From an optimization exercise on the open Yosys and OpenROAD flow, aimed at small area and a short achievable clock period; shortcuts taken in it are not production practice. The RTL was checked by simulation tests, not by an equivalence proof against the original design. No activity file was given, so power comes from the tool's default toggle rates.

==> try-xenon <==
## SCP
module SCP(Clock,Reset,Inst,InstAddr,FlagReg,Result_Out);
	input Clock,Reset;
	input [31:0] Inst;
	output [31:0] InstAddr;
	output reg [3:0] FlagReg;
	output [31:0] Result_Out;
	wire [1:0] Op  = Inst[27:26];
	wire       I   = Inst[25];
	wire [3:0] cmd = Inst[24:21];
	wire       S   = Inst[20];
	wire [3:0] Rn  = Inst[19:16];
	wire [3:0] Rd  = Inst[15:12];
	wire [3:0] Rm  = Inst[3:0];
	reg  [31:0] PC;
	reg  [32*15-1:0] rf;    
	reg  [32*64-1:0] dm;    
	assign InstAddr = PC;
	wire [29:0] pc_hi4 = PC[31:2] + 30'd1;
	wire [29:0] pc_hi8 = PC[31:2] + 30'd2;
	wire [31:0] PCPlus4 = {pc_hi4, PC[1:0]};
	wire [31:0] PCPlus8 = {pc_hi8, PC[1:0]};
	wire        is_mem = (Op == 2'b01);
	wire [3:0]  ra2    = is_mem ? Rd : Rm;
	wire [15:0] oh1    = 16'd1 << Rn;
	wire [15:0] oh2    = 16'd1 << ra2;
	reg [31:0] RD1, RD2;
	integer k;
	always @(*) begin
		RD1 = PCPlus8 & {32{oh1[15]}};
		RD2 = PCPlus8 & {32{oh2[15]}};
		for (k = 0; k < 15; k = k + 1) begin
  ...
==> module SCP, before the edit <==
module SCP(Clock,Reset,Inst,InstAddr,FlagReg,Result_Out);
	input Clock,Reset;
	input [31:0] Inst;
	output [31:0] InstAddr;
	output reg [3:0] FlagReg;
	output [31:0] Result_Out;
	wire [1:0] Op  = Inst[27:26];
	wire       I   = Inst[25];
	wire [3:0] cmd = Inst[24:21];
	wire       S   = Inst[20];
	wire [3:0] Rn  = Inst[19:16];
	wire [3:0] Rd  = Inst[15:12];
	wire [3:0] Rm  = Inst[3:0];
	reg  [31:0] PC;
	reg  [32*15-1:0] rf;    
	reg  [32*64-1:0] dm;    
	assign InstAddr = PC;
	wire [29:0] pc_hi4 = PC[31:2] + 30'd1;
	wire [29:0] pc_hi8 = PC[31:2] + 30'd2;
	wire [31:0] PCPlus4 = {pc_hi4, PC[1:0]};
	wire [31:0] PCPlus8 = {pc_hi8, PC[1:0]};
	wire        is_mem = (Op == 2'b01);
	wire [3:0]  ra2    = is_mem ? Rd : Rm;
	wire [15:0] oh1    = 16'd1 << Rn;
	wire [15:0] oh2    = 16'd1 << ra2;
	reg [31:0] RD1, RD2;
	integer k;
	always @(*) begin
		RD1 = PCPlus8 & {32{oh1[15]}};
		RD2 = PCPlus8 & {32{oh2[15]}};
		for (k = 0; k < 15; k = k + 1) begin
			RD1 = RD1 | (rf[32*k +: 32] & {32{oh1[k]}});
			RD2 = RD2 | (rf[32*k +: 32] & {32{oh2[k]}});
		end
	end
	wire [7:0]  addr8 = RD1[7:0] + Inst[7:0];
	wire [5:0]  widx  = addr8[7:2];
	wire [63:0] ohm   = 64'd1 << widx;
	reg  [31:0] ReadData;
	always @(*) begin
		ReadData = 32'd0;
		for (k = 0; k < 64; k = k + 1)
			ReadData = ReadData | (dm[32*k +: 32] & {32{ohm[k]}});
	end
	wire [31:0] SRD2 = Inst[5] ? (RD2 >> Inst[11:7]) : (RD2 << Inst[11:7]);
	wire        dp   = (Op == 2'b00);
	wire [31:0] B    = (dp & I) ? {24'd0, Inst[7:0]} : SRD2;
	wire        sub  = dp & ((cmd == 4'h2) | (cmd == 4'hA));
	wire [31:0] Bx   = B ^ {32{sub}};
	wire [32:0] sum  = {1'b0, RD1} + {1'b0, Bx} + {32'd0, sub};
	reg [31:0] alu;
	always @(*) begin
		if (dp && cmd == 4'h0)      alu = RD1 & B;
		else if (dp && cmd == 4'hC) alu = RD1 | B;
		else if (dp && cmd == 4'hD) alu = B;
		else                        alu = sum[31:0];
	end
	wire [31:0] Result = is_mem ? ReadData : alu;
	assign Result_Out = Result;
	wire logic_op = (cmd == 4'h0) | (cmd == 4'hC);
	wire arith_op = (cmd == 4'h2) | (cmd == 4'h4);
	wire we_nz = dp & ((S & (logic_op | arith_op)) | (cmd == 4'hA));
	wire we_cv = dp & ((S & arith_op) | (cmd == 4'hA));
	wire fN = alu[31];
	wire fZ = ~(|alu);
	wire fC = sub ? (~sum[32] | ~(|B)) : sum[32];
	wire fV = (RD1[31] == Bx[31]) & (sum[31] != RD1[31]);
	always @(posedge Clock) begin
		if (Reset) FlagReg <= 4'd0;
		else begin
			if (we_nz) FlagReg[3:2] <= {fN, fZ};
			if (we_cv) FlagReg[1:0] <= {fC, fV};
		end
	end
	wire pc_wr  = (Rd == 4'hF);
	always @(posedge Clock) begin
		if (Reset) PC <= 32'd0;
		else       PC <= pc_wr ? Result : PCPlus4;
	end
	wire reg_we = (dp & (cmd != 4'hA)) | (is_mem & S);
	wire mem_we = is_mem & ~S;
	wire [15:0] ohd = 16'd1 << Rd;
	wire [31:0] rf_wd = Reset ? 32'd0 : Result;
	wire [31:0] dm_wd = Reset ? 32'd0 : RD2;
	genvar g;
	generate
		for (g = 0; g < 15; g = g + 1) begin : regs
			always @(posedge Clock)
				if (Reset | (reg_we & ohd[g])) rf[32*g +: 32] <= rf_wd;
		end
		for (g = 0; g < 64; g = g + 1) begin : mem
			always @(posedge Clock)
				if (Reset | (mem_we & ohm[g])) dm[32*g +: 32] <= dm_wd;
		end
	endgenerate
endmodule
Settings: LEC_CHECK=0, CAP_MARGIN=20, CORE_MARGIN=2, CORE_UTILIZATION=30, SLEW_MARGIN=20; clock period 22.0 ns.
run.sh (not shown) runs the stock make flow with config.mk's settings and CLKGATE_MAP_FILE= SYNTH_SCRIPT=/design/flow/synth_recipe.tcl, a recipe that flattens the netlist after the stock synthesis.
==> inputs of try-onyx, as changes to try-xenon <==
--- a/flow/design.v
+++ b/flow/design.v
@@ -24,23 +24,30 @@
 	wire [15:0] oh1    = 16'd1 << Rn;
 	wire [15:0] oh2    = 16'd1 << ra2;
-	reg [31:0] RD1, RD2;
-	integer k;
-	always @(*) begin
-		RD1 = PCPlus8 & {32{oh1[15]}};
-		RD2 = PCPlus8 & {32{oh2[15]}};
-		for (k = 0; k < 15; k = k + 1) begin
-			RD1 = RD1 | (rf[32*k +: 32] & {32{oh1[k]}});
-			RD2 = RD2 | (rf[32*k +: 32] & {32{oh2[k]}});
+	wire [31:0] RD1, RD2;
+	genvar b, w;
+	generate
+		for (b = 0; b < 32; b = b + 1) begin : rdp
+			wire [15:0] col;
+			for (w = 0; w < 15; w = w + 1) begin : c
+				assign col[w] = rf[32*w + b];
+			end
+			assign col[15] = PCPlus8[b];
+			assign RD1[b] = |(col & oh1);
+			assign RD2[b] = |(col & oh2);
 		end
-	end
+	endgenerate
 	wire [7:0]  addr8 = RD1[7:0] + Inst[7:0];
 	wire [5:0]  widx  = addr8[7:2];
 	wire [63:0] ohm   = 64'd1 << widx;
-	reg  [31:0] ReadData;
-	always @(*) begin
-		ReadData = 32'd0;
-		for (k = 0; k < 64; k = k + 1)
-			ReadData = ReadData | (dm[32*k +: 32] & {32{ohm[k]}});
-	end
+	wire [31:0] ReadData;
+	generate
+		for (b = 0; b < 32; b = b + 1) begin : rdm
+			wire [63:0] col;
+			for (w = 0; w < 64; w = w + 1) begin : c
+				assign col[w] = dm[32*w + b];
+			end
+			assign ReadData[b] = |(col & ohm);
+		end
+	endgenerate
 	wire [31:0] SRD2 = Inst[5] ? (RD2 >> Inst[11:7]) : (RD2 << Inst[11:7]);
 	wire        dp   = (Op == 2'b00);
==> flow/flow/run.sh (new file) <==
#!/bin/bash
# Standard ORFS layout, with timing repair aimed well below the clock period.
set -euo pipefail
bash standard.sh SETUP_SLACK_MARGIN=7 finish > standard_flow.log 2>&1
==> flow/standard.sh (new file) <==
#!/bin/bash
# synth_recipe.tcl (not shown) runs the flow's synth.tcl, then flattens the netlist and writes it again
# the make line also repeats each setting of config.mk as NAME=value (left out here)
make -C /OpenROAD-flow-scripts/flow DESIGN_CONFIG=/design/flow/config.mk WORK_HOME=/design/flow/orfs CLKGATE_MAP_FILE= SYNTH_SCRIPT=/design/flow/synth_recipe.tcl "${@:-finish}"
Settings changed: ABC_AREA from default to 1, CORE_UTILIZATION 30 to 45, CTS_BUF_LIST from default to sky130_fd_sc_hd__clkbuf_4 sky130_fd_sc_hd__clkbuf_8.
removed: flow/run.sh
==> inputs of try-indigo, as changes to try-xenon <==
--- a/flow/design.v
+++ b/flow/design.v
@@ -21,26 +21,40 @@
 	wire [31:0] PCPlus8 = {pc_hi8, PC[1:0]};
 	wire        is_mem = (Op == 2'b01);
-	wire [3:0]  ra2    = is_mem ? Rd : Rm;
 	wire [15:0] oh1    = 16'd1 << Rn;
-	wire [15:0] oh2    = 16'd1 << ra2;
-	reg [31:0] RD1, RD2;
-	integer k;
-	always @(*) begin
-		RD1 = PCPlus8 & {32{oh1[15]}};
-		RD2 = PCPlus8 & {32{oh2[15]}};
-		for (k = 0; k < 15; k = k + 1) begin
-			RD1 = RD1 | (rf[32*k +: 32] & {32{oh1[k]}});
-			RD2 = RD2 | (rf[32*k +: 32] & {32{oh2[k]}});
+	wire [15:0] oh2    = 16'd1 << Rm;
+	wire [15:0] ohd    = 16'd1 << Rd;
+	wire [31:0] RD1, RD2, RD3;
+	genvar b, w, k2;
+	generate
+		for (b = 0; b < 32; b = b + 1) begin : rdp
+			wire [15:0] col;
+			for (w = 0; w < 15; w = w + 1) begin : c
+				assign col[w] = rf[32*w + b];
+			end
+			assign col[15] = PCPlus8[b];
+			assign RD1[b] = |(col & oh1);
+			assign RD2[b] = |(col & oh2);
+			assign RD3[b] = |(col & ohd);
 		end
-	end
+	endgenerate
 	wire [7:0]  addr8 = RD1[7:0] + Inst[7:0];
 	wire [5:0]  widx  = addr8[7:2];
 	wire [63:0] ohm   = 64'd1 << widx;
-	reg  [31:0] ReadData;
-	always @(*) begin
-		ReadData = 32'd0;
-		for (k = 0; k < 64; k = k + 1)
-			ReadData = ReadData | (dm[32*k +: 32] & {32{ohm[k]}});
-	end
+	wire [7:0]  ohl   = 8'd1 << widx[2:0];
+	wire [7:0]  ohh   = 8'd1 << widx[5:3];
+	wire [31:0] ReadData;
+	generate
+		for (b = 0; b < 32; b = b + 1) begin : rdm
+			wire [7:0] grp;
+			for (w = 0; w < 8; w = w + 1) begin : g
+				wire [7:0] col;
+				for (k2 = 0; k2 < 8; k2 = k2 + 1) begin : c
+					assign col[k2] = dm[32*(8*w + k2) + b];
+				end
+				assign grp[w] = |(col & ohl);
+			end
+			assign ReadData[b] = |(grp & ohh);
+		end
+	endgenerate
 	wire [31:0] SRD2 = Inst[5] ? (RD2 >> Inst[11:7]) : (RD2 << Inst[11:7]);
 	wire        dp   = (Op == 2'b00);
@@ -80,7 +94,6 @@
 	wire reg_we = (dp & (cmd != 4'hA)) | (is_mem & S);
 	wire mem_we = is_mem & ~S;
-	wire [15:0] ohd = 16'd1 << Rd;
 	wire [31:0] rf_wd = Reset ? 32'd0 : Result;
-	wire [31:0] dm_wd = Reset ? 32'd0 : RD2;
+	wire [31:0] dm_wd = Reset ? 32'd0 : RD3;
 	genvar g;
 	generate
==> flow/flow/run.sh (new file) <==
#!/bin/bash
# Standard ORFS layout, with timing repair aimed well below the clock period
# and plain buffers (not delay cells) on the ports.
set -euo pipefail
bash standard.sh SETUP_SLACK_MARGIN=8 \
  "BUFFER_PORTS_ARGS=-inputs -outputs -buffer_cell sky130_fd_sc_hd__buf_4" \
  finish > standard_flow.log 2>&1
==> flow/standard.sh (new file) <==
#!/bin/bash
# synth_recipe.tcl (not shown) runs the flow's synth.tcl, then flattens the netlist and writes it again
# the make line also repeats each setting of config.mk as NAME=value (left out here)
make -C /OpenROAD-flow-scripts/flow DESIGN_CONFIG=/design/flow/config.mk WORK_HOME=/design/flow/orfs CLKGATE_MAP_FILE= SYNTH_SCRIPT=/design/flow/synth_recipe.tcl "${@:-finish}"
Settings changed: ABC_AREA from default to 1, CORE_UTILIZATION 30 to 50, CTS_CLUSTER_DIAMETER from default to 80, CTS_CLUSTER_SIZE from default to 30.
removed: flow/run.sh
==> summary of the runs <==
- try-indigo passed the timing, DRC and antenna checks. try-onyx completed without violations. try-xenon produced a clean layout.
- The lowest combinational power belongs to try-xenon, the highest to try-indigo.
- Critical path depth, highest first: try-xenon, try-indigo, try-onyx.
- Against try-indigo, the synthesized cell count of try-onyx is lower by 5.5%.
- In try-xenon the clock-buffer cell count is higher than in try-indigo, by 164.

-- separate check: timing with driven ports --
In the flow no input, the clock included, has a driving cell. The finished layouts below were timed again as built, in two steps.
Step 1 (the two cells are an assumption about what drives the block):
set clk [get_ports {Clock}]
set_driving_cell -lib_cell sky130_fd_sc_hd__clkbuf_16 $clk
set_driving_cell -lib_cell sky130_fd_sc_hd__buf_2 [delete_from_list [all_inputs] $clk]
Step 2, shift: input delay + t, output delay - t, t = (earliest + latest rising clock arrival at the registers) / 2. This alone moves slack from input paths to output paths.
Slacks: no drivers / after step 1 / after step 2; pairs: no drivers / after step 1.
| run | shift t [ns] | setup WS [ns] | hold slack, ns | worst register clock-pin slew, ns | worst slew at a driven data input, ns |
|---|---|---|---|---|---|
| try-xenon | 0.982 | 1.609 / 1.579 / 1.579 | 0.477 / 0.477 / 0.477 | 0.07 / 0.07 | 0.20 |
| try-onyx | 1.198 | 6.938 / 6.916 / 6.916 | 0.472 / 0.472 / 0.472 | 0.09 / 0.09 | 0.15 |
| try-indigo | 0.932 | 7.855 / 7.700 / 7.700 | 0.475 / 0.475 / 0.475 | 0.12 / 0.12 | 0.30 |
After both steps every run listed still meets setup and hold. The setup slack of try-indigo, which loses most, moves by -0.155 ns with the drivers and by -0.155 ns with both steps.
